From an optimization exercise on the open Yosys and OpenROAD flow, aimed at small area and a short achievable clock period; shortcuts taken in it are not production practice.
At most, simulation tests tie the RTL to the original design; equivalence was not proved.
The RTL of run 6 was laid out without a check of its function.
Power and IR drop assume default switching activity.

==> flow/design.v <==
`default_nettype none
module GradeZood(
	input logic GradeZoodNow, CLOCK_50, reset,
	input logic [2:0] master0, master1, master2, master3,
	input logic [2:0] guess0, guess1, guess2, guess3,
	input logic [3:0] seenOutZnarly,
	output logic [3:0] seenOutZood,
	output logic zoodDone
	);
	logic [3:0] seenOutZoodReg, zoodFinal;
	assign zoodFinal = seenOutZoodReg;
	logic [2:0] guessAtIndex;
	logic [1:0] index;
	logic indexDone, gradeZoodIndexNow, changeSOZ, resetSeenOutZoodReg;
	GradeZoodIndex idg(.*);
	localparam logic [2:0] waiting = 3'd0, changeZ = 3'd5, done = 3'd6, check0 = 3'd1, check1 = 3'd2, check2 = 3'd3, check3 = 3'd4;
	logic [2:0] currentState, nextState;
	always_comb
		case (currentState)
			waiting: nextState = (~GradeZoodNow) ? waiting : (seenOutZnarly[0] == 0) ? check0 : (seenOutZnarly[1] == 0) ? check1 : (seenOutZnarly[2] == 0) ? check2 : (seenOutZnarly[3] == 0) ? check3 : changeZ;
			check0: nextState = (~indexDone) ? check0 : (seenOutZnarly[1] == 0) ? check1 : (seenOutZnarly[2] == 0) ? check2 : (seenOutZnarly[3] == 0) ? check3 : changeZ;
			check1: nextState = (~indexDone) ? check1 : (seenOutZnarly[2] == 0) ? check2 : (seenOutZnarly[3] == 0) ? check3 : changeZ;
			check2: nextState = (~indexDone) ? check2 : (seenOutZnarly[3] == 0) ? check3 : changeZ;
			check3: nextState = (~indexDone) ? check3 : changeZ;
			changeZ: nextState = done;
			done: nextState = waiting;
			default: nextState = waiting;
		endcase
	always_comb begin
		changeSOZ = 0;
		index = 0;
		zoodDone = 0;
		gradeZoodIndexNow = 1;
		guessAtIndex = 0;
		resetSeenOutZoodReg = 0;
		case (currentState)
			waiting: begin
				resetSeenOutZoodReg = 1;
				gradeZoodIndexNow = 0;
			end
			check0: begin index = 0; guessAtIndex = guess0; end
			check1: begin index = 1; guessAtIndex = guess1; end
			check2: begin index = 2; guessAtIndex = guess2; end
			check3: begin index = 3; guessAtIndex = guess3; end
			changeZ: begin changeSOZ = 1; gradeZoodIndexNow = 0; end
			done: begin zoodDone = 1; gradeZoodIndexNow = 0; end
			default: ;
		endcase
	end
	always_ff @(posedge CLOCK_50, posedge reset)
		if (reset) begin
			currentState <= waiting;
			seenOutZood <= 0;
		end
		else begin
			if (changeSOZ)
				seenOutZood <= zoodFinal;
			currentState <= nextState;
		end
endmodule
module GradeZoodIndex(
	input logic gradeZoodIndexNow, CLOCK_50, reset, resetSeenOutZoodReg,
	input logic [2:0] guessAtIndex,
	input logic [2:0] master0, master1, master2, master3,
	input logic [1:0] index,
	input logic [3:0] zoodFinal, seenOutZnarly,
	output logic [3:0] seenOutZoodReg,
	output logic indexDone
	);
	logic seenMatch, seenMatchReg;
	logic resetZGT, timeToLoad;
	logic [1:0] updateIndex;
	localparam logic [2:0] waiting = 3'd0, done = 3'd5, check0 = 3'd1, check1 = 3'd2, check2 = 3'd3, check3 = 3'd4;
	logic [2:0] currentState, nextState;
	always_comb
		case (currentState)
			waiting: nextState = (~gradeZoodIndexNow) ? waiting : (index == 0 | zoodFinal[0]) ? check1 : check0;
			check0: nextState = (index == 1 | zoodFinal[1]) ? check2 : check1;
			check1: nextState = (index == 2 | zoodFinal[2]) ? check3 : check2;
			check2: nextState = (index == 3 | zoodFinal[3]) ? done : check3;
			check3: nextState = done;
			done: nextState = waiting;
			default: nextState = waiting;
		endcase
	always_comb begin
		seenMatch = 0;
		indexDone = 0;
		resetZGT = 0;
		updateIndex = 0;
		timeToLoad = 1;
		case (currentState)
			waiting: begin resetZGT = 1; timeToLoad = 0; end
			check0: begin
				seenMatch = (~seenMatchReg & (guessAtIndex == master0) & ~seenOutZnarly[0]) | seenOutZoodReg[0];
				updateIndex = 0;
			end
			check1: begin
				seenMatch = (~seenMatchReg & (guessAtIndex == master1) & ~seenOutZnarly[1]) | seenOutZoodReg[1];
				updateIndex = 1;
			end
			check2: begin
				seenMatch = (~seenMatchReg & (guessAtIndex == master2) & ~seenOutZnarly[2]) | seenOutZoodReg[2];
				updateIndex = 2;
			end
			check3: begin
				seenMatch = (~seenMatchReg & (guessAtIndex == master3) & ~seenOutZnarly[3]) | seenOutZoodReg[3];
				updateIndex = 3;
			end
			done: begin indexDone = 1; timeToLoad = 0; end
			default: ;
		endcase
	end
	always_ff @(posedge CLOCK_50, posedge reset)
		if (reset) currentState <= waiting;
		else currentState <= nextState;
	always_ff @(posedge CLOCK_50) begin
		if (resetZGT)
			seenMatchReg <= 0;
		else if (seenMatchReg == 0)
			seenMatchReg <= seenMatch;
		for (int k = 0; k < 4; k++)
			if (timeToLoad && updateIndex == k)
				seenOutZoodReg[k] <= seenMatch;
			else if (resetSeenOutZoodReg)
				seenOutZoodReg[k] <= 1'b0;
	end
endmodule
`default_nettype none
module chipInterface(
	input logic [17:0] SW,
	input logic [3:1] KEY,
	input logic KEY0,
	input logic CLOCK_50,
	output logic [6:0] HEX0, HEX1, HEX2, HEX3, HEX4, HEX5, HEX6, HEX7,
	output logic [7:0] LEDG,
	output logic [7:0] VGA_R, VGA_G, VGA_B,
	output logic VGA_BLANK_N, VGA_SYNC_N,
	output logic VGA_VS, VGA_HS
);
	logic clk, reset;
	assign clk = CLOCK_50;
	assign reset = ~KEY0;
	function automatic logic [6:0] bcd7(input logic [3:0] bcd);
		logic w, x, y, z;
		{w, x, y, z} = bcd;
		bcd7[6] = ~w&~x&~y | ~w&x&y&z;
		bcd7[5] = w&x | y&z | w&y | ~x&y | ~w&~x&z;
		bcd7[4] = z | w&y | x&~y;
		bcd7[3] = z&w | w&y | x&y&z | x&~y&~z | ~y&z&~x;
		bcd7[2] = w&x | w&y | ~x&y&~z;
		bcd7[1] = w&x | w&y | x&~y&z | x&y&~z;
		bcd7[0] = w&x | w&y | x&~y&~z | ~w&~x&~y&z;
	endfunction
	function automatic logic [6:0] bcd7to4(input logic [2:0] v);
		logic x, y, z;
		{x, y, z} = v;
		bcd7to4 = {~x & ~y, y | z, x | z, x | (z & ~y), y & ~z, 1'b0, x | (z & ~y)};
	endfunction
	function automatic logic [2:0] popc(input logic [3:0] v);
		popc = {2'b0, v[0]} + {2'b0, v[1]} + {2'b0, v[2]} + {2'b0, v[3]};
	endfunction
	logic c1, c2, goNow;
	logic s1, s2, startGameNow;
	logic k1, k2, LSN, GradeItNow;
	logic gamePlaying, resetMaster, GameWon, GameOver, GameWonOut, ready, masterLoaded;
	always_ff @(posedge clk, posedge reset)
		if (reset) begin
			c1 <= 0; c2 <= 0; goNow <= 0;
			s1 <= 0; s2 <= 0; startGameNow <= 0;
			k1 <= 0; k2 <= 0; LSN <= 0; GradeItNow <= 0;
		end
		else begin
			c1 <= ~KEY[1]; c2 <= c1; goNow <= c1 & ~c2;
			s1 <= ~KEY[2]; s2 <= s1; startGameNow <= s1 & ~s2 & ready;
			k1 <= ~KEY[3]; k2 <= k1; LSN <= k1 & ~k2;
			GradeItNow <= k1 & ~k2 & gamePlaying;
		end
	always_ff @(posedge clk, posedge reset)
		if (reset) begin
			gamePlaying <= 0;
			resetMaster <= 0;
			GameWon <= 0;
		end
		else begin
			gamePlaying <= (~gamePlaying & ~resetMaster & startGameNow) | (gamePlaying & ~GameOver);
			resetMaster <= gamePlaying & GameOver;
			GameWon <= (~gamePlaying & ~resetMaster & GameWon) | (resetMaster & GameWonOut);
		end
	logic [2:0] cs, csNext;
	logic [2:0] NumGames;
	logic drop;
	assign drop = cs[2];
	always_comb begin
		csNext = {1'b0, cs[1:0]};
		if (goNow)
			case ({cs[1:0], SW[17:16]})
				4'b00_01: csNext = 3'd1;
				4'b00_10: csNext = 3'd3;
				4'b00_11: csNext = 3'd5;
				4'b01_01: csNext = 3'd2;
				4'b01_10: csNext = 3'd4;
				4'b01_11: csNext = 3'd6;
				4'b10_01: csNext = 3'd3;
				4'b10_10: csNext = 3'd5;
				4'b10_11: csNext = 3'd7;
				4'b11_01: csNext = 3'd4;
				4'b11_10: csNext = 3'd6;
				4'b11_11: csNext = 3'd4;
				default: ;
			endcase
	end
	always_ff @(posedge clk, posedge reset)
		if (reset) begin
			cs <= 0;
			NumGames <= 0;
		end
		else begin
			cs <= csNext;
			if (startGameNow)
				NumGames <= NumGames - 3'd1;
			else if (drop & (NumGames != 3'd7))
				NumGames <= NumGames + 3'd1;
		end
	assign ready = (NumGames != 3'd0) & masterLoaded & ~gamePlaying;
	logic [3:0][2:0] master, masterD;
	assign masterLoaded = (master[0] != 0) & (master[1] != 0) & (master[2] != 0) & (master[3] != 0);
	always_comb
		for (int k = 0; k < 4; k++)
			if (LSN & ~gamePlaying & (SW[4:3] == k) & (master[k] == 0))
				masterD[k] = SW[2:0];
			else if (resetMaster)
				masterD[k] = 3'd0;
			else
				masterD[k] = master[k];
	always_ff @(posedge clk, posedge reset)
		if (reset) master <= 0;
		else master <= masterD;
	logic loadGuessNow, GradeZnarlyNow, GradeZoodNow, IncRoundNumber, zoodDone;
	logic [2:0] gst, gstNext;
	localparam logic [2:0] G_WAIT = 3'd0, G_LOAD = 3'd1, G_ZN = 3'd2, G_ZO = 3'd3, G_DONE = 3'd4;
	always_comb begin
		case (gst)
			G_WAIT: gstNext = GradeItNow ? G_LOAD : G_WAIT;
			G_LOAD: gstNext = G_ZN;
			G_ZN:   gstNext = G_ZO;
			G_ZO:   gstNext = zoodDone ? G_DONE : G_ZO;
			default: gstNext = G_WAIT;
		endcase
		loadGuessNow   = (gst == G_LOAD);
		GradeZnarlyNow = (gst == G_ZN);
		GradeZoodNow   = (gst == G_ZO);
		IncRoundNumber = (gst == G_DONE);
	end
	logic [3:0][2:0] guess;
	logic [3:0] RoundNumber;
	logic [2:0] Znarly;
	logic [3:0] seenOutZnarly, seenOutZood, eq;
	logic       graded;
	always_comb
		for (int k = 0; k < 4; k++)
			eq[k] = (guess[k] == master[k]);
	assign Znarly = graded ? popc(seenOutZnarly) : 3'd0;
	assign GameWonOut = graded & (&seenOutZnarly);
	always_ff @(posedge clk, posedge reset)
		if (reset) begin
			gst <= G_WAIT;
			RoundNumber <= 0;
			graded <= 0;
			seenOutZnarly <= 0;
		end
		else begin
			gst <= gstNext;
			if (IncRoundNumber) RoundNumber <= RoundNumber + 4'd1;
			else if (resetMaster) RoundNumber <= 0;
			if (GradeZnarlyNow) begin
				graded <= gamePlaying;
				seenOutZnarly <= eq;
			end
			else if (~gamePlaying) begin
				graded <= 0;
				seenOutZnarly <= 0;
			end
		end
	always_ff @(posedge clk)
		if (loadGuessNow) guess <= SW[11:0];
	assign GameOver = GameWonOut | RoundNumber[3];    
	GradeZood gz0(
		.GradeZoodNow (GradeZoodNow), .CLOCK_50 (clk), .reset (reset),
		.master0 (master[0]), .master1 (master[1]), .master2 (master[2]), .master3 (master[3]),
		.guess0 (guess[0]), .guess1 (guess[1]), .guess2 (guess[2]), .guess3 (guess[3]),
		.seenOutZnarly (seenOutZnarly), .seenOutZood (seenOutZood), .zoodDone (zoodDone));
	logic [2:0] zoodCount, Zood;
	assign zoodCount = popc(seenOutZood);
	assign Zood = gamePlaying ? zoodCount : 3'd0;
	assign HEX0 = bcd7({1'b0, NumGames});
	assign HEX1 = RoundNumber[3] ? 7'b0 : bcd7({1'b0, RoundNumber[2:0]});
	assign HEX2 = bcd7to4(Zood);
	assign HEX3 = bcd7to4(Znarly);
	assign HEX4 = bcd7(4'd0);
	assign HEX5 = bcd7(seenOutZnarly);
	assign HEX6 = bcd7(seenOutZood);
	assign HEX7 = bcd7(4'd0);
	assign LEDG = {5'b0, gamePlaying, GameOver, GameWon};
	mastermindVGA vga(
		.clk (clk), .reset (reset),
		.SW (SW), .gamePlaying (gamePlaying), .clearGame (resetMaster), .IncRoundNumber (IncRoundNumber),
		.RoundNumber (RoundNumber), .Znarly (Znarly), .zoodCount (zoodCount),
		.NumGames (NumGames), .masterD (masterD),
		.VGA_R (VGA_R), .VGA_G (VGA_G), .VGA_B (VGA_B),
		.VGA_BLANK_N (VGA_BLANK_N), .VGA_SYNC_N (VGA_SYNC_N),
		.VGA_VS (VGA_VS), .VGA_HS (VGA_HS));
endmodule
module mastermindVGA(
	input logic clk, reset,
	input logic [17:0] SW,
	input logic gamePlaying, clearGame, IncRoundNumber,
	input logic [3:0] RoundNumber,
	input logic [2:0] Znarly, zoodCount,
	input logic [2:0] NumGames,
	input logic [3:0][2:0] masterD,
	output logic [7:0] VGA_R, VGA_G, VGA_B,
	output logic VGA_BLANK_N, VGA_SYNC_N,
	output logic VGA_VS, VGA_HS
	);
	localparam logic [4:0] C_BLACK = 5'b00000, C_RED = 5'b11000, C_BLUE = 5'b00011,
		C_CYAN = 5'b00101, C_GREEN = 5'b00100, C_YELLOW = 5'b11100,
		C_PURPLE = 5'b01011, C_WHITE = 5'b11111;
	function automatic logic [3:0] zzEncode(input logic [2:0] n, z);
		logic [2:0] w;
		w = (z < 3'd4 - n) ? z : 3'd4 - n;
		case (n)
			3'd0: zzEncode = {1'b0, w};
			3'd1: zzEncode = 4'd5 + {1'b0, w};
			3'd2: zzEncode = 4'd9 + {1'b0, w};
			3'd3: zzEncode = 4'd12 + {1'b0, w};
			default: zzEncode = 4'd14;
		endcase
	endfunction
	logic       ph;
	logic [3:0] gx, gy, ngx, ngy;
	logic [5:0] dx, dy, ndx, ndy;
	logic       lineEnd, rowAdv;
	assign ngx = gx;
	assign ndx = dx;
	assign ngy = gy;
	assign ndy = dy;
	assign lineEnd = ph & (gx == 4'd12) & (dx == 6'd6);             
	assign rowAdv  = lineEnd | ((gy == 4'd9) & (dy == 6'd42));      
	always_ff @(posedge clk, posedge reset)
		if (reset) begin
			ph <= 1'b1; gx <= 4'd12; dx <= 6'd7;     
			gy <= 4'd9; dy <= 6'd43;                 
		end
		else begin
			ph <= ~ph;
			if (ph) begin
				if ((gx == 4'd15) & (dx == 6'd19)) begin gx <= 4'd0; dx <= 6'd0; end
				else if (dx == 6'd51) begin gx <= gx + 4'd1; dx <= 6'd0; end
				else dx <= dx + 6'd1;
			end
			if (rowAdv) begin
				if ((gy == 4'd10) & (dy == 6'd0)) begin gy <= 4'd0; dy <= 6'd0; end
				else if (dy == 6'd51) begin gy <= gy + 4'd1; dy <= 6'd0; end
				else dy <= dy + 6'd1;
			end
		end
	function automatic logic [3:0] cellBits(input logic [15:0] r16, input logic [2:0] idx);
		case (idx)
			3'd1: cellBits = {1'b0, r16[15:13]};
			3'd2: cellBits = {1'b0, r16[12:10]};
			3'd3: cellBits = {1'b0, r16[9:7]};
			3'd4: cellBits = {1'b0, r16[6:4]};
			default: cellBits = r16[3:0];
		endcase
	endfunction
	logic [6:0][15:0] ring;
	logic [2:0]       p, pendRow, tgt;
	logic [15:0]      L, portIn, rowIn;
	logic             pending, commitNow, w0, rowValid;
	logic [3:0]       zzIn, C;
	assign zzIn = zzEncode(Znarly, zoodCount);
	assign rowIn = {SW[11:0], zzIn};
	assign pendRow = RoundNumber[2:0] - 3'd1;
	assign commitNow = pending & (p == pendRow);
	assign portIn = commitNow ? L : ring[0];
	assign tgt = (ndx >= 6'd42) ? ngx[2:0] + 3'd1 : ngx[2:0];
	assign rowValid = gamePlaying & (ngy < RoundNumber) & (w0 | (ngy != 4'd0));
	always_ff @(posedge clk, posedge reset)
		if (reset) begin
			w0 <= 1'b0;
			pending <= 1'b0;
			p <= 3'd0;
		end
		else begin
			w0 <= gamePlaying & (w0 | (RoundNumber == 4'd0));
			p <= (p == 3'd6) ? 3'd0 : p + 3'd1;
			if (clearGame) pending <= 1'b0;
			else if (IncRoundNumber & gamePlaying & ~RoundNumber[3]) pending <= 1'b1;
			else if (commitNow) pending <= 1'b0;
		end
	always_ff @(posedge clk) begin
		ring[5:0] <= ring[6:1];
		ring[6] <= portIn;
		if (gamePlaying & (~pending | commitNow)) L <= rowIn;
		if (p == ngy[2:0]) C <= cellBits(portIn, tgt);
	end
	logic [3:0]  cbits;
	logic [2:0]  shapeM;
	logic [4:0]  colorNext;
	logic        masterNext;
	always_comb begin
		if (clearGame) cbits = 4'd0;
		else if (gamePlaying & (RoundNumber == ngy)) cbits = cellBits(rowIn, ngx[2:0]);
		else if (~rowValid) cbits = 4'd0;
		else if (pending & (pendRow == ngy[2:0])) cbits = cellBits(L, ngx[2:0]);
		else cbits = C;
	end
	always_comb begin
		case (ngx[1:0])
			2'd1: shapeM = masterD[3];
			2'd2: shapeM = masterD[2];
			2'd3: shapeM = masterD[1];
			default: shapeM = masterD[0];
		endcase
	end
	logic xa, xr, xl, y0, yup, ylo, y3, y6, inBox, top, bottom, left, right, zx0, zx1, zy0, zy1;
	assign xa = (ndx >= 6'd10) & (ndx < 6'd32);
	assign xr = (ndx >= 6'd28) & (ndx < 6'd32);
	assign xl = (ndx >= 6'd10) & (ndx < 6'd14);
	assign y0 = (ndy >= 6'd10) & (ndy < 6'd14);
	assign yup = (ndy >= 6'd10) & (ndy < 6'd21);
	assign ylo = (ndy >= 6'd21) & (ndy < 6'd32);
	assign y3 = (ndy >= 6'd28) & (ndy < 6'd32);
	assign y6 = (ndy >= 6'd19) & (ndy < 6'd23);
	assign inBox = (ndx < 6'd42) & (ndy < 6'd42);
	assign top = ndy < 6'd15;
	assign bottom = ndy >= 6'd27;
	assign left = ndx < 6'd15;
	assign right = ndx >= 6'd27;
	assign zx0 = ndx < 6'd16;
	assign zx1 = ndx >= 6'd26;
	assign zy0 = ndy < 6'd16;
	assign zy1 = ndy >= 6'd26;
	logic rowG, row8, cRound, cZZ, cCred, cShape;
	assign rowG = ngy < 4'd8;
	assign row8 = ngy == 4'd8;
	assign cRound = (ngx == 4'd0) & rowG;
	assign cZZ = (ngx == 4'd5) & rowG;
	assign cCred = (ngx == 4'd5) & row8;
	assign cShape = (ngx != 4'd0) & (ngx <= 4'd4) & (rowG | row8);
	assign masterNext = (ngx != 4'd0) & (ngx <= 4'd4) & row8;
	logic [2:0] v; logic [6:0] seg, mask; logic isNum;
	assign v = ngx[0] ? NumGames : ngy[2:0];    
	assign seg = {xa & y6, xl & yup, xl & ylo, xa & y3, xr & ylo, xr & yup, xa & y0};
	always_comb
		case (v)
			3'd0: mask = 7'b0111111;
			3'd1: mask = 7'b0000110;
			3'd2: mask = 7'b1011011;
			3'd3: mask = 7'b1001111;
			3'd4: mask = 7'b1100110;
			3'd5: mask = 7'b1101101;
			3'd6: mask = 7'b1111101;
			default: mask = 7'b0000111;
		endcase
	assign isNum = |(seg & mask);
	logic [2:0] s; logic act; logic [4:0] sc;
	assign s = row8 ? shapeM : cbits[2:0];
	always_comb begin
		case (s)
			3'd1: begin act = left | top;     sc = 5'b00011; end
			3'd2: begin act = left | right;   sc = 5'b11000; end
			3'd3: begin act = right | top;    sc = 5'b00101; end
			3'd4: begin act = bottom | top;   sc = 5'b01011; end
			3'd5: begin act = right | bottom; sc = 5'b00100; end
			3'd6: begin act = left | bottom;  sc = 5'b11100; end
			default: begin act = 1'b0; sc = 5'b00000; end
		endcase
	end
	logic [3:0] red, white; logic [1:0] q; logic inSq, isRed, isWhite;
	always_comb
		case (cbits)
			4'd0:  {white, red} = 8'b0000_0000;
			4'd1:  {white, red} = 8'b1000_0000;
			4'd2:  {white, red} = 8'b1100_0000;
			4'd3:  {white, red} = 8'b1110_0000;
			4'd4:  {white, red} = 8'b1111_0000;
			4'd5:  {white, red} = 8'b0000_0001;
			4'd6:  {white, red} = 8'b1000_0001;
			4'd7:  {white, red} = 8'b1100_0001;
			4'd8:  {white, red} = 8'b1110_0001;
			4'd9:  {white, red} = 8'b0000_0011;
			4'd10: {white, red} = 8'b1000_0011;
			4'd11: {white, red} = 8'b1100_0011;
			4'd12: {white, red} = 8'b0000_0111;
			4'd13: {white, red} = 8'b1000_0111;
			default: {white, red} = 8'b0000_1111;
		endcase
	assign q = {zy1, zx1};
	assign inSq = (zx0 | zx1) & (zy0 | zy1) & inBox;
	assign isRed = inSq & red[q];
	assign isWhite = inSq & white[q];
	assign colorNext = ({5{cRound & isNum}} & 5'b11111) | ({5{cCred & isNum}} & 5'b00101)
		| ({5{cZZ & isRed}} & 5'b11000) | ({5{cZZ & isWhite}} & 5'b11111)
		| ({5{cShape & inBox & act}} & sc);
	logic [4:0] colorReg, col;
	logic       notMaster, hsReg, vsReg, blankReg;
	always_ff @(posedge clk, posedge reset)
		if (reset) begin
			colorReg <= C_BLACK;
			notMaster <= 1'b1;
			hsReg <= 1'b1; vsReg <= 1'b1; blankReg <= 1'b0;
		end
		else begin
			colorReg <= colorNext;
			notMaster <= ~masterNext;
			hsReg <= ~(((gx == 4'd9) & (dx >= 6'd19)) | (gx == 4'd10) | ((gx == 4'd11) & (dx <= 6'd10)));
			vsReg <= ~((gy == 4'd9) & ((dy == 6'd12) | (dy == 6'd13)));
			blankReg <= ((gx == 4'd9) & (dx >= 6'd3)) | (gx == 4'd10) | (gx == 4'd11) |
			            ((gx == 4'd12) & (dx <= 6'd6)) |
			            ((gy == 4'd9) & (dy >= 6'd2) & (dy <= 6'd42));
		end
	assign col = colorReg & {5{notMaster | SW[15]}};
	assign VGA_R = {col[3], col[4], col[4], col[3], col[3], col[4], col[4], col[3]};
	assign VGA_G = {8{col[2]}};
	assign VGA_B = {col[0], col[0], col[1], col[1], col[0], col[0], col[1], col[1]};
	assign VGA_HS = hsReg;
	assign VGA_VS = vsReg;
	assign VGA_BLANK_N = ~blankReg;
	assign VGA_SYNC_N = 1'b0;
endmodule
==> flow/flow/run.sh <==
#!/bin/bash
set -euo pipefail
MARGIN=0
CTS="-sink_clustering_enable -repair_clock_nets -buf_list sky130_fd_sc_hd__clkbuf_16 -sink_clustering_size 30 -sink_clustering_max_diameter 90 -dont_use_dummy_load"
bash standard.sh 'BUFFER_PORTS_ARGS=-buffer_cell sky130_fd_sc_hd__buf_1' "CTS_ARGS=$CTS" "SETUP_SLACK_MARGIN=$MARGIN" finish > standard_flow.log 2>&1
==> flow/standard.sh <==
#!/bin/bash
# synth_recipe.tcl (not shown) runs the flow's synth.tcl, then flattens the netlist and writes it again
# the make line also repeats each setting of config.mk as NAME=value (left out here)
make -C /OpenROAD-flow-scripts/flow DESIGN_CONFIG=/design/flow/config.mk WORK_HOME=/design/flow/orfs CLKGATE_MAP_FILE= SYNTH_SCRIPT=/design/flow/synth_recipe.tcl "${@:-finish}"
==> flow/config.mk <==
export PLATFORM = sky130hd
export DESIGN_NAME = chipInterface
export DESIGN_NICKNAME = chipInterface
export VERILOG_FILES = /design/flow/design.v
export SDC_FILE = /design/flow/constraint.sdc
export NUM_CORES = 4
export LEC_CHECK = 0
export ABC_AREA = 1
export CAP_MARGIN = 20
export CORE_MARGIN = 2
export CORE_UTILIZATION = 60
export SLEW_MARGIN = 20
==> flow/constraint.sdc <==
create_clock -name core_clock -period 20.0 [get_ports {CLOCK_50}]
set_input_delay 4.0000 -clock core_clock [delete_from_list [all_inputs] [get_ports {CLOCK_50}]]
set_output_delay 4.0000 -clock core_clock [all_outputs]
set_load 0.01 [all_outputs]
==> results.py, run 1 <==
metrics = {
    "sta": {
        "slew_violations": 0,
        "setup_viol": 0,
        "finalHoldViolCount": 0,
        "relSlewSlack": 0.319,
        "period_minus_slack_ns": 8.70,
        "rsz0062_at_grt": "no",
        "worst_pin_slew_ns": 1.02,
        "fin_skew_ns": 0.0576,
        "max_freq_mhz": 115,
        "setup_tns_ns": 0,
        "fin_crit_sh": 0.435,
    },
    "floorplanning": {
        "start_util": 0.611,
        "core_um2": 18700,
        "die_h_um": 142,
        "dieArea_um2": 20200,
        "fp-row-count": 50,
        "die_w_um": 142,
        "ios": 115,
    },
    "flow_run": {
        "maxCapViolations": 0,
    },
    "synth": {
        "synthTopCellsByCount": "nand2_1 (279), inv_1 (186), dfxtp_1 (113)",
        "synth.most_common_cell": "nand2_1",
        "yosys_register_bits": 237,
        "synth.top_cell.area_share": 0.198,
        "yosysUniqueCellTypes": 59,
        "synth_edf_count": 36,
        "ys_seq_area_frac": 0.487,
        "yosysTopAreaCell": "dfxtp_1",
        "synth_area_leaders": "dfxtp_1 (20%), dfrtp_1 (16%), edfxtp_1 (9.5%), nand2_1 (9.2%), inv_1 (6.1%)",
        "netlist_instances": 1362,
        "ys_warn_count": 4,
        "avgSynthCellArea_um2": 8.38,
        "syn_area_um2": 11400,
        "synthArstFlopShare": 0.371,
        "synth_ff_type": "dfxtp_1",
    },
    "layout": {
        "multiInputGateArea_um2": 4770,
        "diodes": 0,
        "final_nets": 1499,
        "final_layout_size_suffix_gt1_frac": 0.0541,
        "nFillCells": 1676,
        "syn_to_final_growth_pct": 5.54,
        "finalInstanceArea_um2": 12100,
        "ff_latch_area_um2": 5560,
    },
    "setup_path": {
        "cp_max_fo": 8,
        "path_class": "primary input to primary output",
        "regToRegStartpoint": "seenOutZnarly[3]$_DFFE_PN0P_",
        "cp.required_ns": 16.00,
        "ff2ff_path_depth": 29,
        "end_kind": "primary output",
        "timing.rr.end": "vga.colorReg[2]$_DFF_PN0_",
        "reg2reg_slack_ns": 14.72,
        "startpoint_type": "primary input",
        "critPathArrivalTime_ns": 4.70,
    },
    "min_path": {
        "hold_path.class": "register to register",
        "min_from": "vga.ring[48]$_DFF_P_",
        "whs_path_depth": 0,
        "worstHoldEndpoint": "vga.ring[32]$_DFF_P_",
    },
    "grt": {
        "overflow": 0,
        "grt_pass1_wl_mm": 41.1,
        "antenna_found_initial": 0,
        "grt_pass1_vias": 8293,
        "grt_use_total": 0.255,
        "grt_max_degree": 78,
    },
    "clocking": {
        "cts_resized": 0,
        "htree_levels": 1,
        "cts_num_sinks": 237,
        "cts_tree": "built",
        "clock_latency_ns": 0.49,
        "hold_buffers": 0,
        "numCtsBuffers": 13,
        "cts-root-buf": "clkbuf_16",
        "postCtsSetupBuffers": 0,
        "cts_buffer_depth": 3,
        "path_clk_slew_ns": 0.10,
    },
    "route": {
        "wl_per_cell_um": 15.4,
        "wirelength_mm": 25.6,
        "detail_route.first_pass.iterations": 5,
        "vias_per_cell": 5.40,
        "vias": 8960,
        "ant_nets": 0,
        "drt_iter0_drc": 628,
        "drcViolationCount": 0,
    },
    "power": {
        "leakagePower_nw": 5.64,
        "cellPowerDensity_nw_per_um2": 120,
        "peakVddDrop_v": 0.0000715,
    },
    "status": {
        "outcome": "complete, no violations",
    },
    "placed_design": {
        "placed_cell_area_um2": 11700,
        "dpl.hpwl_mm": 19.7,
        "io_buffers": 89,
        "place_congestion": 0.921,
    },
}
[through the flow]
| step | std cells | total power (W) | hold WS (ns) | utilization | setup slack (ns) |
|---|---|---|---|---|---|
| 3_3_place_gp | 1645 | 0.00118 | 0.310 | 0.626 | 11.31 |
| 3_5_place_dp | 1645 | 0.00119 | 0.312 | 0.626 | 11.26 |
| 2_1_floorplan | 1382 | 0.00105 | 0.310 | - | 11.35 |
| 6_report | 1658 | 0.00144 | 0.330 | 0.644 | 11.30 |
| 4_1_cts | 1658 | 0.00145 | 0.335 | 0.644 | 11.28 |
| 5_1_grt | 1658 | 0.00155 | 0.342 | 0.644 | 11.20 |
[critical path, cell delays in order]
cell    delay, ns
buf_1        0.07
nor2_1       0.29
nor2_1       0.18
buf_1        0.16
[per-layer routing]
layer  vias up  global-route usage  share of wire
met4         0              0.0847          0.032
li1       4506                   -              -
met5         -                   0              0
met3        50              0.0293          0.051
met1      4140               0.356           0.46
met2       264               0.417           0.46
[sequential cells by signal (all words and copies together) (netlist names), 4 cells and up]
register / cells
master: 12
gz0.idg.seenOutZoodReg: 4
vga.ring: 112
vga.colorReg: 5
gz0.seenOutZood: 4
seenOutZnarly: 4
vga.gy: 4
RoundNumber: 4
vga.C: 4
vga.dx: 6
vga.dy: 6
guess: 12
vga.L: 16
vga.gx: 4
[power breakdown]
group	total [W]	internal [W]	switching [W]
registers	0.000590	0.000539	0.0000509
logic	0.000594	0.000200	0.000395
clock network	0.000259	0.000117	0.000142
[layout by cell type, fill, tap and decap left out, types with 15 or more instances in the layout]
cell,instances
nand2_1,279
inv_1,186
dfxtp_1,113
nor2_1,111
nand3_1,98
buf_1,88
dfrtp_1,73
o21ai_0,67
a21oi_1,54
ha_1,47
edfxtp_1,36
nor3_1,28
xor2_1,24
nand4_1,22
conb_1,22
dfstp_2,15
[cell families after synthesis]
kind of cell | synth area share
xor gates and xnor gates | 0.0230
AOI/OAI and AO/OA | 0.104
DFF | 0.487
other | 0.000658
and+or+nand+nor | 0.226
buffers and inverters | 0.102
adders and majority gates | 0.0568
[worst max-delay path by stage]
| stage | startpoint | end | slack (ns) | cells after the start |
|---|---|---|---|---|
| 5_1_grt | SW[15] | VGA_G[2] | 11.20 | 4 |
| 4_1_cts | SW[15] | VGA_G[5] | 11.28 | 4 |
| 2_1_floorplan | SW[15] | VGA_G[1] | 11.35 | 3 |
| 3_3_place_gp | SW[15] | VGA_G[0] | 11.31 | 4 |
| 3_5_place_dp | SW[15] | VGA_G[5] | 11.26 | 4 |
| 6_report | SW[15] | VGA_G[6] | 11.30 | 4 |
[layout make-up]
class,instances,share of cell area
tap,234,0.0243
inverter,194,0.0615
timing repair buffer,92,0.0302
clock buffer,13,0.0270
sequential,237,0.462
multi-input combinational,888,0.395
==> inputs of run 2 (changes only) <==
==> flow/flow/run.sh (replaced) <==
#!/bin/bash
set -euo pipefail
MARGIN=11.5
CTS="-sink_clustering_enable -repair_clock_nets -buf_list sky130_fd_sc_hd__clkbuf_8 -sink_clustering_size 18 -sink_clustering_max_diameter 60 -dont_use_dummy_load"
bash standard.sh 'BUFFER_PORTS_ARGS=-buffer_cell sky130_fd_sc_hd__buf_1' "CTS_ARGS=$CTS" "SETUP_SLACK_MARGIN=$MARGIN" finish > standard_flow.log 2>&1
==> results.py, run 2 <==
metrics = {
    "flow_run": {
        "maxCapViolations": 0,
    },
    "power": {
        "cellPowerDensity_nw_per_um2": 117,
        "leakagePower_nw": 5.69,
        "p_int_w": 0.000828,
        "p_sw_frac": 0.416,
        "peakVddDrop_v": 0.0000886,
        "power_switching_w": 0.000589,
        "seq_power_share": 0.416,
        "clkPwrFrac": 0.164,
        "pwr-share-comb": 0.420,
    },
    "placed_design": {
        "place_congestion": 0.931,
        "io_buffers": 89,
        "dp_slack_ns": 11.42,
        "dpl.hpwl_mm": 19.5,
    },
    "synth": {
        "yosysUniqueCellTypes": 59,
        "netlist_instances": 1362,
        "synth_ff_type": "dfxtp_1",
        "yosysTopAreaCell": "dfxtp_1",
        "ys_warn_count": 4,
        "synth_edf_count": 36,
        "synthArstFlopShare": 0.371,
        "synth_area_leaders": "dfxtp_1 (20%), dfrtp_1 (16%), edfxtp_1 (9.5%), nand2_1 (9.2%), inv_1 (6.1%)",
        "ys_seq_area_frac": 0.487,
        "synth.top_cell.area_share": 0.198,
        "synth.most_common_cell": "nand2_1",
        "avgSynthCellArea_um2": 8.38,
        "yosys_register_bits": 237,
        "synthTopCellsByCount": "nand2_1 (279), inv_1 (186), dfxtp_1 (113)",
        "syn_area_um2": 11400,
    },
    "route": {
        "ant_nets": 0,
        "vias_per_cell": 5.41,
        "vias": 9007,
        "drcViolationCount": 0,
        "wl_per_cell_um": 15.5,
        "wirelength_mm": 25.8,
        "drt_iter0_drc": 593,
        "detail_route.first_pass.iterations": 5,
    },
    "clocking": {
        "hold_buffers": 0,
        "path_clk_slew_ns": 0.11,
        "htree_levels": 1,
        "cts_num_sinks": 237,
        "cts_buffer_depth": 3,
        "numCtsBuffers": 20,
        "cts-root-buf": "clkbuf_8",
        "cts_tree": "built",
        "clock_latency_ns": 0.55,
    },
    "floorplanning": {
        "die_h_um": 142,
        "start_util": 0.611,
        "dieArea_um2": 20200,
        "ios": 115,
        "die_w_um": 142,
        "core_um2": 18700,
        "fp-row-count": 50,
    },
    "min_path": {
        "hold_path.class": "register to register",
        "whs_path_depth": 0,
        "min_from": "vga.ring[53]$_DFF_P_",
        "worstHoldEndpoint": "vga.ring[37]$_DFF_P_",
    },
    "setup_path": {
        "regToRegStartpoint": "seenOutZnarly[3]$_DFFE_PN0P_",
        "ff2ff_path_depth": 29,
        "critPathArrivalTime_ns": 4.53,
        "end_kind": "primary output",
        "path_class": "primary input to primary output",
        "reg2reg_slack_ns": 14.70,
        "timing.rr.end": "vga.colorReg[2]$_DFF_PN0_",
        "cp_max_fo": 8,
        "startpoint_type": "primary input",
        "cp.required_ns": 16.00,
    },
    "grt": {
        "grt_use_met1": 0.371,
        "grt_use_met3": 0.0279,
        "met2_usage": 0.422,
        "grt_pass1_wl_mm": 41.9,
        "busiest_layer": "met2",
        "antenna_found_initial": 0,
        "overflow": 0,
        "grt_max_degree": 71,
        "grt_pass1_vias": 8233,
        "grt_use_total": 0.260,
    },
    "sta": {
        "max_freq_mhz": 117,
        "fin_ws_ns": 11.47,
        "rsz0062_at_grt": "yes",
        "relSlewSlack": 0.229,
        "finalHoldViolCount": 0,
        "period_minus_slack_ns": 8.53,
        "slew_violations": 0,
        "setup_viol": 0,
        "fin_crit_sh": 0.427,
        "worst_pin_slew_ns": 1.15,
        "setup_tns_ns": 0,
        "fin_skew_ns": 0.0643,
    },
    "layout": {
        "syn_to_final_growth_pct": 5.63,
        "final_layout_size_suffix_gt1_frac": 0.0762,
        "largest_reg_flops": 112,
        "diodes": 0,
        "layout_commonest_cell": "nand2_1",
        "reg_top3": "vga.ring: 112 flops, vga.L: 16 flops",
        "final_nets": 1506,
        "regMostFlops": "vga.ring",
        "layout_common_cells": "nand2_1 (279), inv_1 (186), dfxtp_1 (113)",
    },
    "status": {
        "outcome": "complete, no violations",
    },
}
==> run 2: routing by layer <==
metal,wire length [µm],vias up,part of all wire
met5,0,-,0
met4,726,0,0.028
met3,1160,48,0.045
met2,11900,237,0.46
met1,12000,4207,0.47
li1,-,4515,-
==> run 2: cells by family after synthesis <==
logic type,after synthesis,share of synthesized area
buf+inv,257,0.102
flops,237,0.487
fa+ha+maj,50,0.0568
simple gates,587,0.226
other cells,2,0.000658
xor+xnor,30,0.0230
compound gates,199,0.104
==> run 2: power groups by stage <==
stage	combinational [W]	clock (W)	sequential, W
after floorplan	0.000471	0	0.000575
after global placement	0.000583	0	0.000599
after detailed placement	0.000592	0	0.000599
after CTS	0.000595	0.000239	0.000589
after global routing	0.000682	0.000256	0.000596
final	0.000595	0.000232	0.000590
==> run 2: worst max path at each step <==
stage	from	end	slack [ns]
2_1_floorplan	SW[15]	VGA_B[1]	11.52
3_3_place_gp	SW[15]	VGA_B[6]	11.45
3_5_place_dp	SW[15]	VGA_B[4]	11.42
4_1_cts	SW[15]	VGA_G[1]	11.48
5_1_grt	SW[15]	VGA_G[7]	11.43
6_report	SW[15]	VGA_G[2]	11.47
==> run 2: critical path: stages <==
cell and delay, ns:
buf_6 0.09, nor2_4 0.20, nor2_4 0.09, buf_1 0.14
==> run 2: what timing repair did <==
item	in CTS	in global routing
gates resized for setup	12	17
setup buffers	0	0
pin swaps	1	0
setup endpoints to repair	24	24
==> run 2: layout make-up <==
| type | count | area [µm²] |
|---|---|---|
| multi-input cells | 888 | 4790 |
| inverters | 194 | 741 |
| fillers | 1677 | 6640 |
| repair buffers | 92 | 404 |
| flip-flops and latches | 237 | 5560 |
| clock buffers | 20 | 275 |
| well taps | 234 | 293 |
==> run 2: metrics by stage <==
step | util | instance area, µm² | hold WS [ns] | cells | total power (W)
floorplan | - | 11500 | 0.310 | 1382 | 0.00105
CTS | 0.644 | 12000 | 0.316 | 1665 | 0.00142
global route | 0.645 | 12100 | 0.326 | 1665 | 0.00153
global placement | 0.627 | 11700 | 0.310 | 1645 | 0.00118
finish | 0.645 | 12100 | 0.308 | 1665 | 0.00142
detailed placement | 0.627 | 11700 | 0.312 | 1645 | 0.00119
==> inputs of run 3 (changes only) <==
--- a/flow/flow/run.sh
+++ b/flow/flow/run.sh
@@ -2,3 +2,3 @@
 set -euo pipefail
-MARGIN=11.5
+MARGIN=0
 CTS="-sink_clustering_enable -repair_clock_nets -buf_list sky130_fd_sc_hd__clkbuf_8 -sink_clustering_size 18 -sink_clustering_max_diameter 60 -dont_use_dummy_load"
==> results.py, run 3 <==
metrics = {
    "grt": {
        "antenna_found_initial": 0,
        "overflow": 0,
        "grt_pass1_vias": 8375,
        "busiest_layer": "met2",
        "grt_use_met1": 0.354,
        "grt_pass1_wl_mm": 41.2,
        "met2_usage": 0.416,
        "grt_max_degree": 78,
        "grt_use_total": 0.256,
        "grt_use_met3": 0.0353,
    },
    "clocking": {
        "cts_buffer_depth": 3,
        "clock_latency_ns": 0.54,
        "numCtsBuffers": 21,
        "path_clk_slew_ns": 0.10,
        "hold_buffers": 0,
        "cts_resized": 0,
        "cts_tree": "built",
        "cts_num_sinks": 237,
        "cts-root-buf": "clkbuf_8",
        "postCtsSetupBuffers": 0,
        "htree_levels": 1,
    },
    "layout": {
        "layout_commonest_cell": "nand2_1",
        "layout_common_cells": "nand2_1 (279), inv_1 (186), dfxtp_1 (113)",
        "largest_reg_flops": 112,
        "reg_top3": "vga.ring: 112 flops, vga.L: 16 flops",
        "syn_to_final_growth_pct": 5.23,
        "diodes": 0,
        "final_layout_size_suffix_gt1_frac": 0.0594,
        "final_nets": 1507,
        "instances_no_fill": 1666,
        "regMostFlops": "vga.ring",
    },
    "sta": {
        "slew_violations": 0,
        "max_freq_mhz": 115,
        "fin_crit_sh": 0.436,
        "relSlewSlack": 0.322,
        "worst_pin_slew_ns": 1.01,
        "setup_viol": 0,
        "setup_tns_ns": 0,
        "whs_ns": 0.306,
        "period_minus_slack_ns": 8.71,
        "fin_skew_ns": 0.0450,
        "finalHoldViolCount": 0,
        "rsz0062_at_grt": "no",
    },
    "placed_design": {
        "place_congestion": 0.921,
        "dpl.hpwl_mm": 19.7,
        "io_buffers": 89,
        "dp_cells": 1645,
    },
    "synth": {
        "synth.most_common_cell": "nand2_1",
        "synth_ff_type": "dfxtp_1",
        "avgSynthCellArea_um2": 8.38,
        "ys_warn_count": 4,
        "netlist_instances": 1362,
        "synth_area_leaders": "dfxtp_1 (20%), dfrtp_1 (16%), edfxtp_1 (9.5%), nand2_1 (9.2%), inv_1 (6.1%)",
        "synthTopCellsByCount": "nand2_1 (279), inv_1 (186), dfxtp_1 (113)",
        "synthArstFlopShare": 0.371,
        "synth.top_cell.area_share": 0.198,
        "yosysTopAreaCell": "dfxtp_1",
        "synth_edf_count": 36,
        "syn_area_um2": 11400,
        "yosysUniqueCellTypes": 59,
        "yosys_register_bits": 237,
        "ys_seq_area_frac": 0.487,
    },
    "floorplanning": {
        "die_w_um": 142,
        "ios": 115,
        "dieArea_um2": 20200,
        "core_um2": 18700,
        "start_util": 0.611,
        "fp-row-count": 50,
        "die_h_um": 142,
    },
    "power": {
        "leakagePower_nw": 5.63,
        "cellPowerDensity_nw_per_um2": 118,
        "peakVddDrop_v": 0.0000609,
    },
    "setup_path": {
        "end_kind": "primary output",
        "cp_max_fo": 8,
        "cp.required_ns": 16.00,
        "path_class": "primary input to primary output",
        "startpoint_type": "primary input",
        "critPathArrivalTime_ns": 4.71,
    },
    "route": {
        "drt_iter0_drc": 650,
        "wl_per_cell_um": 15.4,
        "vias_per_cell": 5.40,
        "detail_route.first_pass.iterations": 5,
        "drcViolationCount": 0,
        "wirelength_mm": 25.6,
        "vias": 8995,
        "ant_nets": 0,
    },
    "status": {
        "outcome": "complete, no violations",
    },
    "min_path": {
        "hold_path.class": "register to register",
    },
    "flow_run": {
        "maxCapViolations": 0,
    },
}
run 3: kinds of logic after synthesis:
logic type	share of synthesized area
flip-flops	0.487
adder cells (fa/ha/maj)	0.0568
AND/OR/NAND/NOR	0.226
other	0.000658
AO/OA/AOI/OAI	0.104
buffers and inverters	0.102
XOR/XNOR	0.0230
run 3: worst max-delay path, cell delays in order:
cell and delay, ns:
buf_1 0.07, nor2_1 0.30, nor2_1 0.18, buf_1 0.16
run 3: final timing paths:
| path | start | to | slack [ns] | depth (start not counted) |
|---|---|---|---|---|
| worst max-delay path | SW[15] | VGA_G[6] | 11.29 | 4 |
| worst min-delay path | vga.ring[99]$_DFF_P_ | vga.ring[83]$_DFF_P_ | 0.31 | 0 |
| worst max register to register | seenOutZnarly[3]$_DFFE_PN0P_ | vga.colorReg[2]$_DFF_PN0_ | 14.75 | 29 |
| worst min register to register | vga.ring[99]$_DFF_P_ | vga.ring[83]$_DFF_P_ | 0.31 | 0 |
| max in group asynchronous | KEY0 | vga.colorReg[1]$_DFF_PN0_ | 15.72 | 2 |
| min in group asynchronous | KEY0 | gz0.idg.currentState[0]$_DFF_PN0_ | 3.31 | 1 |
run 3: final cells by class:
| class | count | area [µm²] |
|---|---|---|
| multi-input cells | 888 | 4770 |
| flip-flops and latches | 237 | 5560 |
| clock buffers | 21 | 289 |
| fillers | 1702 | 6690 |
| inverters | 194 | 741 |
| well taps | 234 | 293 |
| repair buffers | 92 | 364 |
run 3: power breakdown:
group          switching (W)  leakage, nW  internal [W]
clock network       0.000142        0.151     0.0000940
registers          0.0000508         2.32      0.000539
logic               0.000394         3.16      0.000199
run 3: through the flow:
| stage | area (µm²) | util | worst slack [ns] | power (W) |
|---|---|---|---|---|
| after floorplan | 11500 | - | 11.35 | 0.00105 |
| after global placement | 11700 | 0.626 | 11.31 | 0.00118 |
| after detailed placement | 11700 | 0.626 | 11.26 | 0.00119 |
| after CTS | 12000 | 0.642 | 11.28 | 0.00143 |
| after global routing | 12000 | 0.642 | 11.20 | 0.00153 |
| final | 12000 | 0.642 | 11.29 | 0.00142 |
run 3: metal layers:
| layer | vias to the layer above | routed length (µm) |
|---|---|---|
| li1 | 4520 | - |
| met1 | 4165 | 11600 |
| met2 | 253 | 11800 |
| met3 | 57 | 1340 |
| met4 | 0 | 818 |
| met5 | - | 0 |
==> inputs of run 4 (changes only) <==
--- a/flow/flow/run.sh
+++ b/flow/flow/run.sh
@@ -2,3 +2,3 @@
 set -euo pipefail
-MARGIN=0
+MARGIN=11.4
 CTS="-sink_clustering_enable -repair_clock_nets -buf_list sky130_fd_sc_hd__clkbuf_8 -sink_clustering_size 18 -sink_clustering_max_diameter 60 -dont_use_dummy_load"
==> results.py, run 4 <==
metrics = {
    "status": {
        "outcome": "complete, no violations",
    },
    "setup_path": {
        "end_kind": "primary output",
        "cp_slowest_cell": "nor2_2",
        "critical-path-max-stage-delay_ns": 0.22,
        "cp.required_ns": 16.00,
        "path_cells": "buf_1 -> nor2_2 -> nor2_1 -> buf_1",
        "critPathArrivalTime_ns": 4.57,
        "path_class": "primary input to primary output",
        "worst-path-buf-inv": 2,
        "cp_max_fo": 5,
        "critPathLaunch": "SW[15]",
        "regToRegStartpoint": "seenOutZnarly[0]$_DFFE_PN0P_",
        "startpoint_type": "primary input",
        "critPathTopFamily": "simple AND/OR/NAND/NOR gates",
        "reg2reg_slack_ns": 14.70,
        "crit_path_frequent_cell": "buf_1",
    },
    "layout": {
        "layout_common_cells": "nand2_1 (279), inv_1 (186), dfxtp_1 (113)",
        "post-route-util": 0.641,
        "regMostFlops": "vga.ring",
        "reg_top3": "vga.ring: 112 flops, vga.L: 16 flops",
        "syn_to_final_growth_pct": 5.07,
        "final_nets": 1506,
        "layout_commonest_cell": "nand2_1",
        "largest_reg_flops": 112,
        "diodes": 0,
        "final_layout_size_suffix_gt1_frac": 0.0594,
    },
    "synth": {
        "synth_edf_count": 36,
        "synth_ff_type": "dfxtp_1",
        "yosysTopAreaCell": "dfxtp_1",
        "synthArstFlopShare": 0.371,
        "syn_area_um2": 11400,
        "synth_area_leaders": "dfxtp_1 (20%), dfrtp_1 (16%), edfxtp_1 (9.5%), nand2_1 (9.2%), inv_1 (6.1%)",
        "yosysUniqueCellTypes": 59,
        "synth.top_cell.area_share": 0.198,
        "yosys_register_bits": 237,
        "ys_seq_area_frac": 0.487,
        "netlist_instances": 1362,
        "synthTopCellsByCount": "nand2_1 (279), inv_1 (186), dfxtp_1 (113)",
        "avgSynthCellArea_um2": 8.38,
        "synth.most_common_cell": "nand2_1",
        "ys_warn_count": 4,
    },
    "power": {
        "peakVddDrop_v": 0.0000734,
        "p_total_w": 0.00141,
        "leakagePower_nw": 5.62,
        "cellPowerDensity_nw_per_um2": 118,
    },
    "clocking": {
        "cts_tree": "built",
        "hold_buffers": 0,
        "cts-root-buf": "clkbuf_8",
        "cts_buffer_depth": 3,
        "cts_num_sinks": 237,
        "path_clk_slew_ns": 0.10,
        "numCtsBuffers": 20,
        "htree_levels": 1,
        "postCtsSetupBuffers": 0,
        "clock_latency_ns": 0.54,
    },
    "floorplanning": {
        "fp-row-count": 50,
        "die_h_um": 142,
        "dieArea_um2": 20200,
        "start_util": 0.611,
        "core_um2": 18700,
        "ios": 115,
        "die_w_um": 142,
    },
    "grt": {
        "grt_pass1_wl_mm": 41.8,
        "grt_max_degree": 72,
        "overflow": 0,
        "antenna_found_initial": 0,
        "grt_use_total": 0.258,
        "grt_pass1_vias": 8386,
    },
    "placed_design": {
        "io_buffers": 89,
        "dpl.hpwl_mm": 19.8,
        "place_congestion": 0.905,
    },
    "sta": {
        "worst_pin_slew_ns": 1.07,
        "setup_viol": 0,
        "period_minus_slack_ns": 8.57,
        "relSlewSlack": 0.281,
        "setup_tns_ns": 0,
        "fin_crit_sh": 0.428,
        "slew_violations": 0,
        "max_freq_mhz": 117,
        "fin_skew_ns": 0.0656,
        "rsz0062_at_grt": "yes",
        "finalHoldViolCount": 0,
    },
    "route": {
        "drt_iter0_drc": 625,
        "detail_route.first_pass.iterations": 6,
        "wirelength_mm": 25.6,
        "vias_per_cell": 5.46,
        "drt-met1-wl_mm": 11.3,
        "met3WireLength_mm": 1.43,
        "routed.top_layer": "met4",
        "drcViolationCount": 0,
        "wl_met2_mm": 12.3,
        "wl_per_cell_um": 15.4,
        "ant_nets": 0,
        "vias": 9092,
    },
    "min_path": {
        "hold_path.class": "register to register",
        "min_from": "vga.ring[82]$_DFF_P_",
    },
    "flow_run": {
        "maxCapViolations": 0,
    },
}
## run 4: cell counts after synthesis
Identical to the previous run, type by type.
## run 4: logic make-up (layout without fill, tap and decap cells)
logic type                 Yosys count  after routing  share of synthesized area
DFF                                237            237                      0.487
xor gates and xnor gates            30             30                     0.0230
other                                2             22                   0.000658
and+or+nand+nor                    587            587                      0.226
buffers and inverters              257            306                      0.102
adders and majority gates           50             50                     0.0568
AOI/OAI and AO/OA                  199            199                      0.104
## run 4: metrics by stage
step | std cells | hold slack (ns) | cell area, µm² | worst slack, ns
floorplan | 1382 | 0.310 | 11500 | 11.44
global placement | 1645 | 0.310 | 11700 | 11.34
detailed placement | 1645 | 0.312 | 11700 | 11.31
CTS | 1665 | 0.278 | 12000 | 11.42
global route | 1665 | 0.284 | 12000 | 11.38
finish | 1665 | 0.287 | 12000 | 11.43
## run 4: path summary, 6_finish.rpt
check,endpoint,depth (start not counted)
max in group asynchronous,vga.dx[5]$_DFFE_PN0P_,2
min in group asynchronous,seenOutZnarly[1]$_DFFE_PN0P_,1
setup / recovery,VGA_B[6],4
hold reg to reg,vga.ring[66]$_DFF_P_,0
hold / removal,vga.ring[66]$_DFF_P_,0
setup reg to reg,vga.colorReg[2]$_DFF_PN0_,29
## run 4: area by class of cell
type,count,area [µm²]
clock buffer,20,275
fill,1672,6710
inverter,194,741
multi-input combinational,888,4770
sequential,237,5560
tap,234,293
timing repair buffer,92,360
## run 4: worst register-to-register path, delay by kind of cell (launching register included)
kind | cells | cell delay (ns)
AOI/OAI and AO/OA | 3 | 0.39
adders and majority gates | 8 | 2.42
buffers and inverters | 2 | 0.10
DFF | 1 | 0.52
and+or+nand+nor | 16 | 1.71
## run 4: timing repair
item,in CTS,in global routing
endpoints found under the hold margin,0,0
endpoints found under the setup margin,24,24
resized for setup,1,0
## run 4: report_power, final
group,total (W),internal (W),switching (W)
Clock,0.000229,0.0000897,0.000140
Combinational,0.000593,0.000199,0.000394
Sequential,0.000590,0.000539,0.0000510
Total,0.00141,0.000828,0.000585
## run 4: metal layers
| layer | track usage | vias to the layer above |
|---|---|---|
| met5 | 0 | - |
| met4 | 0.0689 | 0 |
| met3 | 0.0299 | 43 |
| met2 | 0.440 | 282 |
| met1 | 0.352 | 4246 |
| li1 | - | 4521 |
==> inputs of run 5 (changes only) <==
--- a/flow/config.mk
+++ b/flow/config.mk
@@ -10,3 +10,3 @@
 export CORE_MARGIN = 2
-export CORE_UTILIZATION = 60
+export CORE_UTILIZATION = 70
 export SLEW_MARGIN = 20
==> results.py, run 5 <==
metrics = {
    "power": {
        "seq_power_share": 0.418,
        "cellPowerDensity_nw_per_um2": 117,
        "peakVddDrop_v": 0.0000825,
        "leakagePower_nw": 5.65,
        "p_int_w": 0.000824,
        "p_sw_frac": 0.416,
        "clkPwrFrac": 0.160,
        "pwr-share-comb": 0.422,
        "power_switching_w": 0.000586,
    },
    "route": {
        "vias": 9311,
        "ant_nets": 0,
        "vias_per_cell": 5.65,
        "wl_per_cell_um": 15.6,
        "drcViolationCount": 0,
        "wirelength_mm": 25.7,
        "drt_iter0_drc": 810,
        "detail_route.first_pass.iterations": 5,
    },
    "setup_path": {
        "cp_slowest_cell": "nor2_1",
        "end_kind": "primary output",
        "critical-path-max-stage-delay_ns": 0.18,
        "startpoint_type": "primary input",
        "reg2reg_slack_ns": 14.72,
        "critPathArrivalTime_ns": 4.58,
        "path_class": "primary input to primary output",
        "cp_max_fo": 5,
        "regToRegStartpoint": "seenOutZnarly[3]$_DFFE_PN0P_",
        "crit_path_frequent_cell": "buf_1",
        "critPathLaunch": "SW[15]",
        "path_cells": "buf_1 -> nor2_4 -> nor2_1 -> buf_1",
        "cp.required_ns": 16.00,
    },
    "floorplanning": {
        "fp-row-count": 46,
        "ios": 115,
        "die_w_um": 132,
        "dieArea_um2": 17400,
        "start_util": 0.716,
        "die_h_um": 132,
        "core_um2": 15900,
    },
    "synth": {
        "synthArstFlopShare": 0.371,
        "avgSynthCellArea_um2": 8.38,
        "synth.most_common_cell": "nand2_1",
        "yosys_register_bits": 237,
        "synth_area_leaders": "dfxtp_1 (20%), dfrtp_1 (16%), edfxtp_1 (9.5%), nand2_1 (9.2%), inv_1 (6.1%)",
        "netlist_instances": 1362,
        "synth.top_cell.area_share": 0.198,
        "ys_seq_area_frac": 0.487,
        "ys_warn_count": 4,
        "syn_area_um2": 11400,
        "yosysUniqueCellTypes": 59,
        "synthTopCellsByCount": "nand2_1 (279), inv_1 (186), dfxtp_1 (113)",
        "yosysTopAreaCell": "dfxtp_1",
        "synth_edf_count": 36,
        "synth_ff_type": "dfxtp_1",
    },
    "status": {
        "outcome": "complete, no violations",
    },
    "placed_design": {
        "io_buffers": 89,
        "place_congestion": 1.00,
        "dpl.hpwl_mm": 19.5,
        "dp_cells": 1627,
        "dp_slack_ns": 11.36,
        "placed_cell_area_um2": 11700,
    },
    "grt": {
        "antenna_found_initial": 0,
        "grt_use_total": 0.295,
        "grt_max_degree": 77,
        "grt_pass1_vias": 8697,
        "overflow": 0,
        "grt_pass1_wl_mm": 41.9,
    },
    "clocking": {
        "hold_buffers": 0,
        "cts-root-buf": "clkbuf_8",
        "cts_num_sinks": 237,
        "numCtsBuffers": 19,
        "htree_levels": 1,
        "postCtsSetupBuffers": 0,
        "path_clk_slew_ns": 0.11,
        "clock_latency_ns": 0.50,
        "cts_buffer_depth": 3,
        "cts_tree": "built",
    },
    "sta": {
        "setup_tns_ns": 0,
        "worst_pin_slew_ns": 1.07,
        "fin_ws_ns": 11.43,
        "relSlewSlack": 0.283,
        "fin_crit_sh": 0.429,
        "fin_skew_ns": 0.0429,
        "period_minus_slack_ns": 8.58,
        "finalHoldViolCount": 0,
        "slew_violations": 0,
        "rsz0062_at_grt": "yes",
        "max_freq_mhz": 117,
        "setup_viol": 0,
    },
    "min_path": {
        "min_from": "vga.ring[83]$_DFF_P_",
        "hold_path.class": "register to register",
    },
    "flow_run": {
        "maxCapViolations": 0,
    },
    "layout": {
        "nFillCells": 1222,
        "layout_commonest_cell": "nand2_1",
        "diodes": 0,
        "layout_common_cells": "nand2_1 (279), inv_1 (186), dfxtp_1 (113)",
        "regMostFlops": "vga.ring",
        "finalInstanceArea_um2": 12000,
        "instances_no_fill": 1647,
        "reg_top3": "vga.ring: 112 flops, vga.L: 16 flops",
        "final_layout_size_suffix_gt1_frac": 0.0650,
        "largest_reg_flops": 112,
        "syn_to_final_growth_pct": 5.18,
        "final_nets": 1506,
        "post-route-util": 0.753,
    },
}
-- run 5: cell counts after synthesis --
No cell type changed its count.
-- run 5: stage by stage --
step	power (W)	hold slack (ns)
floorplan	0.00105	0.310
global placement	0.00117	0.309
detailed placement	0.00119	0.312
CTS	0.00141	0.313
global route	0.00152	0.301
finish	0.00141	0.301
-- run 5: repair_timing --
action / CTS / global route
endpoints found under the setup margin: 24 / 24
pin swaps: 0 / 0
resized for setup: 1 / 11
-- run 5: cells by family (layout without fill, tap and decap cells) --
kind of cell	Yosys count	in the layout	share of synthesized area
AND/OR/NAND/NOR	587	587	0.226
buffers and inverters	257	306	0.102
flip-flops	237	237	0.487
AO/OA/AOI/OAI	199	199	0.104
adder cells (fa/ha/maj)	50	50	0.0568
XOR/XNOR	30	30	0.0230
other	2	22	0.000658
-- run 5: final timing paths --
path | end | cells past startpoint
max in group asynchronous | vga.gx[2]$_DFFE_PN1P_ | 3
min in group asynchronous | goNow$_DFF_PN0_ | 1
min reg2reg | vga.ring[67]$_DFF_P_ | 0
min | vga.ring[67]$_DFF_P_ | 0
max | VGA_B[7] | 4
max reg2reg | vga.colorReg[2]$_DFF_PN0_ | 29
-- run 5: metal layers --
| layer | track usage | part of all wire | wire length, µm |
|---|---|---|---|
| met3 | 0.0363 | 0.063 | 1620 |
| met5 | 0 | 0 | 0 |
| met4 | 0.106 | 0.032 | 811 |
| met2 | 0.499 | 0.49 | 12500 |
| met1 | 0.393 | 0.42 | 10800 |
-- run 5: area by class of cell --
class                   count  area [µm²]  share of cell area
inverters                 194         741              0.0617
multi-input cells         888        4780               0.398
well taps                 216         270              0.0225
flip-flops and latches    237        5560               0.463
clock buffers              19         262              0.0218
repair buffers             93         397              0.0330
-- run 5: worst max-delay path: cells and delay by family --
family	cells	cell delay [ns]
AND/OR/NAND/NOR	2	0.26
buffers and inverters	2	0.32
-- run 5: power by group through the flow --
stage          clock network, W  logic (W)  registers, W
2_1_floorplan                 0   0.000471      0.000575
3_3_place_gp                  0   0.000570      0.000597
3_5_place_dp                  0   0.000588      0.000599
4_1_cts                0.000231   0.000591      0.000589
5_1_grt                0.000247   0.000676      0.000596
6_report               0.000226   0.000595      0.000590
==> inputs of run 6 (changes only) <==
--- a/flow/design.v
+++ b/flow/design.v
@@ -505,8 +505,8 @@
 		| ({5{cShape & inBox & act}} & sc);
-	logic [4:0] colorReg, col;
-	logic       notMaster, hsReg, vsReg, blankReg;
+	logic [4:0] nmReg, msReg, col;
+	logic       hsReg, vsReg, blankReg;
 	always_ff @(posedge clk, posedge reset)
 		if (reset) begin
-			colorReg <= C_BLACK;
-			notMaster <= 1'b1;
+			nmReg <= C_BLACK;
+			msReg <= C_BLACK;
 			hsReg <= 1'b1; vsReg <= 1'b1; blankReg <= 1'b0;
@@ -514,4 +514,4 @@
 		else begin
-			colorReg <= colorNext;
-			notMaster <= ~masterNext;
+			nmReg <= masterNext ? C_BLACK : colorNext;
+			msReg <= masterNext ? colorNext : C_BLACK;
 			hsReg <= ~(((gx == 4'd9) & (dx >= 6'd19)) | (gx == 4'd10) | ((gx == 4'd11) & (dx <= 6'd10)));
@@ -522,3 +522,3 @@
 		end
-	assign col = colorReg & {5{notMaster | SW[15]}};
+	assign col = nmReg | (msReg & {5{SW[15]}});
 	assign VGA_R = {col[3], col[4], col[4], col[3], col[3], col[4], col[4], col[3]};
--- a/flow/config.mk
+++ b/flow/config.mk
@@ -10,3 +10,3 @@
 export CORE_MARGIN = 2
-export CORE_UTILIZATION = 70
+export CORE_UTILIZATION = 60
 export SLEW_MARGIN = 20
==> results.py, run 6 <==
metrics = {
    "setup_path": {
        "critical-path-max-stage-delay_ns": 0.24,
        "cp.required_ns": 16.00,
        "cp_max_fo": 8,
        "critPathLaunch": "SW[15]",
        "startpoint_type": "primary input",
        "path_class": "primary input to primary output",
        "critPathArrivalTime_ns": 4.50,
        "crit_end": "VGA_G[6]",
        "ff2ff_path_depth": 30,
        "timing.rr.end": "vga.nmReg[2]$_DFF_PN0_",
        "reg2reg_slack_ns": 14.55,
        "cp_slowest_cell": "a21o_4",
        "path_cells": "buf_2 -> a21o_4 -> buf_1",
        "regToRegStartpoint": "seenOutZnarly[0]$_DFFE_PN0P_",
        "end_kind": "primary output",
    },
    "grt": {
        "overflow": 0,
        "grt_pass1_vias": 8510,
        "grt_pass1_wl_mm": 42.5,
        "antenna_found_initial": 0,
        "grt_max_degree": 75,
        "grt_use_total": 0.258,
    },
    "layout": {
        "final_nets": 1538,
        "regMostFlops": "vga.ring",
        "reg_top3": "vga.ring: 112 flops, vga.L: 16 flops",
        "layout_commonest_cell": "nand2_1",
        "ff_latch_area_um2": 5660,
        "instances_no_fill": 1728,
        "nFillCells": 1717,
        "largest_reg_flops": 112,
        "layout_common_cells": "nand2_1 (270), inv_1 (184), nor2_1 (115)",
        "final_layout_size_suffix_gt1_frac": 0.0718,
        "diodes": 0,
        "syn_to_final_growth_pct": 5.36,
        "multiInputGateArea_um2": 4960,
    },
    "placed_design": {
        "place_congestion": 0.925,
        "dpl.hpwl_mm": 20.2,
        "dp_cells": 1707,
        "io_buffers": 89,
    },
    "sta": {
        "slew_violations": 0,
        "relSlewSlack": 0.312,
        "fin_crit_sh": 0.425,
        "whs_ns": 0.311,
        "worst_pin_slew_ns": 1.03,
        "rsz0062_at_grt": "no",
        "setup_tns_ns": 0,
        "fin_skew_ns": 0.0598,
        "finalHoldViolCount": 0,
        "max_freq_mhz": 118,
        "period_minus_slack_ns": 8.50,
        "setup_viol": 0,
    },
    "synth": {
        "synthTopCellsByCount": "nand2_1 (270), inv_1 (184), nor2_1 (115)",
        "ys_seq_area_frac": 0.483,
        "synth_edf_count": 36,
        "yosys_register_bits": 241,
        "yosysTopAreaCell": "dfxtp_1",
        "syn_area_um2": 11700,
        "avgSynthCellArea_um2": 8.41,
        "synth.top_cell.area_share": 0.193,
        "ys_warn_count": 4,
        "synthArstFlopShare": 0.382,
        "synth.most_common_cell": "nand2_1",
        "synth_ff_type": "dfxtp_1",
        "yosysUniqueCellTypes": 58,
        "netlist_instances": 1393,
        "synth_area_leaders": "dfxtp_1 (19%), dfrtp_1 (17%), edfxtp_1 (9.2%), nand2_1 (8.7%), inv_1 (5.9%)",
    },
    "clocking": {
        "cts-root-buf": "clkbuf_8",
        "cts_num_sinks": 241,
        "path_clk_slew_ns": 0.10,
        "clock_latency_ns": 0.54,
        "hold_buffers": 0,
        "numCtsBuffers": 21,
        "htree_levels": 1,
        "cts_buffer_depth": 3,
        "cts_tree": "built",
    },
    "power": {
        "cellPowerDensity_nw_per_um2": 118,
        "power_switching_w": 0.000614,
        "seq_power_share": 0.413,
        "p_sw_frac": 0.421,
        "p_int_w": 0.000845,
        "leakagePower_nw": 5.81,
        "pwr-share-comb": 0.423,
        "clkPwrFrac": 0.164,
        "p_total_w": 0.00146,
        "peakVddDrop_v": 0.0000597,
    },
    "floorplanning": {
        "die_h_um": 144,
        "dieArea_um2": 20700,
        "ios": 115,
        "start_util": 0.606,
        "core_um2": 19300,
        "die_w_um": 144,
        "fp-row-count": 51,
    },
    "status": {
        "outcome": "complete, no violations",
    },
    "route": {
        "wirelength_mm": 26.2,
        "wl_per_cell_um": 15.2,
        "drt_iter0_drc": 564,
        "drcViolationCount": 0,
        "ant_nets": 0,
        "vias_per_cell": 5.34,
        "vias": 9236,
        "detail_route.first_pass.iterations": 6,
    },
    "min_path": {
        "hold_path.class": "register to register",
    },
    "flow_run": {
        "maxCapViolations": 0,
    },
}
==> run 6: area by class of cell <==
class / instances / area share
Clock buffer: 21 / 0.0234
Sequential cell: 241 / 0.459
Inverter: 195 / 0.0597
Timing Repair Buffer: 92 / 0.0293
Tap cell: 265 / 0.0269
Multi-Input combinational cell: 914 / 0.402
==> run 6: metrics by stage <==
step,setup slack (ns),utilization,cell area [µm²]
after floorplan,11.60,-,11800
after CTS,11.46,0.638,12300
after detailed placement,11.36,0.623,12000
final,11.50,0.638,12300
after global placement,11.38,0.623,12000
after global routing,11.45,0.638,12300
==> run 6: timing repair <==
| item | in CTS | in global routing |
|---|---|---|
| setup buffers | 0 | 0 |
| pin swaps | 1 | 0 |
| endpoints found under the hold margin | 0 | 0 |
| setup endpoints to repair | 8 | 1 |
| gates resized for setup | 1 | 1 |
==> run 6: how the worst min path moves through the flow <==
stage | endpoint | cells past startpoint | from | slack (ns)
finish | vga.ring[67]$_DFF_P_ | 0 | vga.ring[83]$_DFF_P_ | 0.31
CTS | vga.ring[67]$_DFF_P_ | 0 | vga.ring[83]$_DFF_P_ | 0.31
floorplan | vga.ring[0]$_DFF_P_ | 0 | vga.ring[16]$_DFF_P_ | 0.31
detailed placement | vga.ring[8]$_DFF_P_ | 0 | vga.ring[24]$_DFF_P_ | 0.31
global placement | vga.ring[37]$_DFF_P_ | 0 | vga.ring[53]$_DFF_P_ | 0.31
global route | vga.ring[67]$_DFF_P_ | 0 | vga.ring[83]$_DFF_P_ | 0.31
==> run 6: worst max-delay path, delay by kind of cell <==
family	cells	cell delay (ns)
buf+inv	2	0.26
compound gates	1	0.24
==> run 6: cells by family after synthesis <==
logic type | share of synthesized area
and+or+nand+nor | 0.240
buffers and inverters | 0.100
DFF | 0.483
xor gates and xnor gates | 0.0194
AOI/OAI and AO/OA | 0.101
adders and majority gates | 0.0553
other | 0.000641
==> run 6: power groups by stage <==
stage	clock network, W	logic (W)	registers, W
after detailed placement	0	0.000611	0.000612
after floorplan	0	0.000489	0.000587
after CTS	0.000248	0.000615	0.000602
final	0.000239	0.000617	0.000603
after global routing	0.000263	0.000701	0.000609
after global placement	0	0.000602	0.000612
==> run 6: per-layer routing <==
| layer | up-vias | wire [µm] | part of all wire | global-route usage |
|---|---|---|---|---|
| li1 | 4642 | - | - | - |
| met1 | 4277 | 11700 | 0.45 | 0.346 |
| met2 | 256 | 12300 | 0.47 | 0.434 |
| met3 | 61 | 1270 | 0.048 | 0.0300 |
| met4 | 0 | 901 | 0.034 | 0.0913 |
| met5 | - | 0 | 0 | 0 |

## what the ideal ports hide
How much do the figures lean on ideal ports? The routed layouts below were timed once more, with nothing changed but the port constraints. Step 1: set_driving_cell puts a clkbuf_16 on CLOCK_50 and a buf_2 on each other input, an assumption about the parent block. Step 2 also shifts input and output timing later by t, the mid clock arrival at the registers, as if the neighbouring blocks saw the same clock. Slacks: ideal / step 1 / step 2; pairs: ideal / step 1.
run	shift t [ns]	slack for setup (ns)
run 1	0.504	11.300 / 11.280 / 11.280
run 2	0.560	11.468 / 11.437 / 11.437
run 3	0.557	11.286 / 11.266 / 11.266
run 4	0.551	11.433 / 11.411 / 11.411
run 5	0.530	11.425 / 11.401 / 11.401
run 6	0.552	11.498 / 11.478 / 11.478
After both steps setup and hold are still met in every run listed.
